What follows belongs to an exercise in optimizing a design on an open flow for small area; a production flow would make more cautious choices. The RTL was checked by simulation tests, not by an equivalence proof against the original design. The clock input has no modelled driver; a real chip could not lean on it and would need a root buffer or a full tree.

// alarm_controller
module alarm_controller ( CLK, rst, start_stop_button, set_button, snooze_button, ssd_led_out, led_out) ;
input CLK, rst, start_stop_button, set_button, snooze_button;
output reg [3:0] ssd_led_out;
output [8:0] led_out;
localparam [2:0] S_IDLE0 = 3'd0,
                 S_SET = 3'd1,
                 S_START = 3'd2,
                 S_ALARM0 = 3'd3,
                 S_IDLE1 = 3'd4,
                 S_SNZ0 = 3'd5,
                 S_SNZ1 = 3'd6,
                 S_ALARM1 = 3'd7;
reg [2:0] st;
reg [1:0] set_cnt, ss_cnt;
reg [3:0] div;
wire [3:0] s = ssd_led_out;
wire set_press = set_cnt == 2'b11;
wire ss_press  = ss_cnt == 2'b11;
wire in_set   = st == S_SET;
wire in_start = st == S_START;
wire is_alarm = (st == S_ALARM0) || (st == S_ALARM1);
Size in the first run: about 86 cells after synthesis, about 15 flip-flops, roughly 18 I/O pins, about 650 um2 of cells after synthesis.
clock: 5.0 ns
lec_check: 0
cap_margin: 20
core_area: 2 2 64 64
die_area: 0 0 66 66
slew_margin: 20
standard.sh (not shown) runs the stock make flow with config.mk's settings and CLKGATE_MAP_FILE= SYNTH_SCRIPT=/design/flow/synth_recipe.tcl, a recipe that flattens the netlist after the stock synthesis.
==> flow/flow/run.sh <==
#!/bin/bash
# Own layout flow: the standard layout (standard.sh) with
#  - synthesis through flow/synth.tcl: the standard flow's synthesis script (same
#    registers, names and cell types), but ABC maps the combinational logic
#    with area-oriented scripts. Twelve scripts (deepsyn with six seeds, each
#    followed by &nf -a or by amap) are run and the smallest result is kept;
#  - the smallest buffer (buf_1) on every input and output port;
#  - a clock tree without dummy loads, clustered into few buffers;
#  - power recovery (downsizing off the critical path) after global routing.
set -euo pipefail
work=$(pwd)
export BUFFER_PORTS_ARGS="-buffer_cell sky130_fd_sc_hd__buf_1"
export CTS_ARGS="-sink_clustering_enable -repair_clock_nets -dont_use_dummy_load -buf_list sky130_fd_sc_hd__clkbuf_4 -root_buf sky130_fd_sc_hd__clkbuf_4 -sink_clustering_size 30 -sink_clustering_max_diameter 200"
export RECOVER_POWER=100

mkdir -p "$work/try"
tries=""
for s in 0 1 2 3 4 5; do
  printf 'strash\n&get -n\n&deepsyn -J 100 -S %s\n&dch -f\n&nf -a\n&put\n' $s > "$work/try/nf$s.script"
  printf 'strash\n&get -n\n&deepsyn -J 100 -S %s\n&put\ndch -f\namap\n' $s > "$work/try/am$s.script"
  tries="$tries nf$s am$s"
done

synth_try() {
  OWN_ABC_SCRIPT="$work/try/$1.script" make -C "$FLOW_HOME" DESIGN_CONFIG="$work/config.mk" \
    WORK_HOME="$work/try/$1" CLKGATE_MAP_FILE= SYNTH_SCRIPT="$work/flow/synth.tcl" synth \
    > "$work/synth_$1.log" 2>&1 || true
}
export -f synth_try
export work
printf '%s\n' $tries | xargs -P "${NUM_CORES:-4}" -I{} bash -c 'synth_try {}'

best=""; best_area=""
for t in $tries; do
  stat="$work/try/$t/reports/$FLOW_PLATFORM/alarm_controller/base/synth_stat.txt"
  [[ -f "$work/try/$t/results/$FLOW_PLATFORM/alarm_controller/base/1_synth.odb" && -f "$stat" ]] || continue
  a=$(grep "Chip area" "$stat" | awk '{print $NF}')
  echo "$t $a" >> "$work/synth_areas.log"
  if [[ -z "$best" ]] || awk -v a="$a" -v b="$best_area" 'BEGIN{exit !(a < b)}'; then best=$t; best_area=$a; fi
done
[[ -n "$best" ]]
echo "best $best $best_area" >> "$work/synth_areas.log"
rm -rf "$work/orfs"
cp -a "$work/try/$best" "$work/orfs"

bash "$work/standard.sh" > "$work/layout.log" 2>&1
Other scripts of this flow, unchanged in this note and not shown: flow/flow/synth.tcl
Next try:
--- a/flow/flow/run.sh
+++ b/flow/flow/run.sh
@@ -6,5 +6,6 @@
 #    followed by &nf -a or by amap) are run and the smallest result is kept;
 #  - the smallest buffer (buf_1) on every input and output port;
-#  - a clock tree without dummy loads, clustered into few buffers;
+#  - one clock buffer driving every flip-flop (flow/one_clock_buffer.tcl,
+#    run after CTS in place of the tree it built);
 #  - power recovery (downsizing off the critical path) after global routing.
 set -euo pipefail
@@ -13,4 +14,5 @@
 export CTS_ARGS="-sink_clustering_enable -repair_clock_nets -dont_use_dummy_load -buf_list sky130_fd_sc_hd__clkbuf_4 -root_buf sky130_fd_sc_hd__clkbuf_4 -sink_clustering_size 30 -sink_clustering_max_diameter 200"
 export RECOVER_POWER=100
+export POST_CTS_TCL="$work/flow/one_clock_buffer.tcl"
 
 mkdir -p "$work/try"
==> flow/flow/one_clock_buffer.tcl (new file) <==
# Runs at the end of the CTS step (POST_CTS_TCL). The design has few
# flip-flops, so instead of the tree CTS built (a root buffer and leaf
# buffers), the clock port drives one buffer that drives every flip-flop's
# clock pin. Every flip-flop's clock arrives through the same single buffer.
set clk_cell sky130_fd_sc_hd__buf_6
set block [ord::get_db_block]
set port_net [[$block findBTerm CLK] getNet]

# the flip-flops' clock pins and the buffers CTS inserted
set sinks {}
set old_bufs {}
foreach inst [$block getInsts] {
  set master [[$inst getMaster] getName]
  if {[string match "sky130_fd_sc_hd__df*" $master]} {
    lappend sinks [$inst findITerm CLK]
  } elseif {[string match "clkbuf_*" [$inst getName]] && [string match "sky130_fd_sc_hd__clkbuf_*" $master]} {
    lappend old_bufs $inst
  }
}

set net [odb::dbNet_create $block clknet_one_CLK]
$net setSigType CLOCK
set buf [odb::dbInst_create $block [[ord::get_db] findMaster $clk_cell] clkbuf_one_CLK]
[$buf findITerm A] connect $port_net
[$buf findITerm X] connect $net
set xs 0; set ys 0
foreach it $sinks {
  $it disconnect
  $it connect $net
  set b [[$it getInst] getBBox]
  set xs [expr {$xs + ([$b xMin] + [$b xMax]) / 2}]
  set ys [expr {$ys + ([$b yMin] + [$b yMax]) / 2}]
}
foreach inst $old_bufs {
  set out [[$inst findITerm X] getNet]
  odb::dbInst_destroy $inst
  if {$out ne "NULL" && [llength [$out getITerms]] == 0 && [llength [$out getBTerms]] == 0} {
    odb::dbNet_destroy $out
  }
}
$buf setLocation [expr {$xs / [llength $sinks]}] [expr {$ys / [llength $sinks]}]
$buf setPlacementStatus PLACED
puts "one clock buffer: $clk_cell drives [llength $sinks] flip-flops, [llength $old_bufs] CTS buffers removed"
detailed_placement
check_placement -verbose
estimate_parasitics -placement
report_worst_slack -max
report_worst_slack -min
Result: The new run finished clean; cell area is lower by 1.4%; synthesized area does not change; routed wire length falls by 2.8%.
In the second run of this note the design's own scripts or RTL, not TritonCTS, make the clock network.

afterwards: timing with drivers on the ports:
The results above use ideal ports. As a check the final layouts listed here were re-extracted and re-timed, cells and wires unchanged.
Step 1: set_driving_cell puts a clkbuf_16 on CLK and a buf_2 on each other input, an assumption about the parent block.
Step 2, shift: input delay + t, output delay - t, t = (earliest + latest rising clock arrival at the registers) / 2. This alone moves slack from input paths to output paths.
a / b / c = no drivers / after step 1 / after step 2; a / b = the first two.
| run | t (ns) | setup slack, ns | latest minus earliest clock arrival (ns) |
|---|---|---|---|
| the first run | 0.302 | 2.097 / 2.077 / 2.379 | 0.014 / 0.014 |
| the second run | 0.149 | 2.226 / 2.205 / 2.354 | 0.002 / 0.002 |
After both steps setup and hold are still met in every run listed.
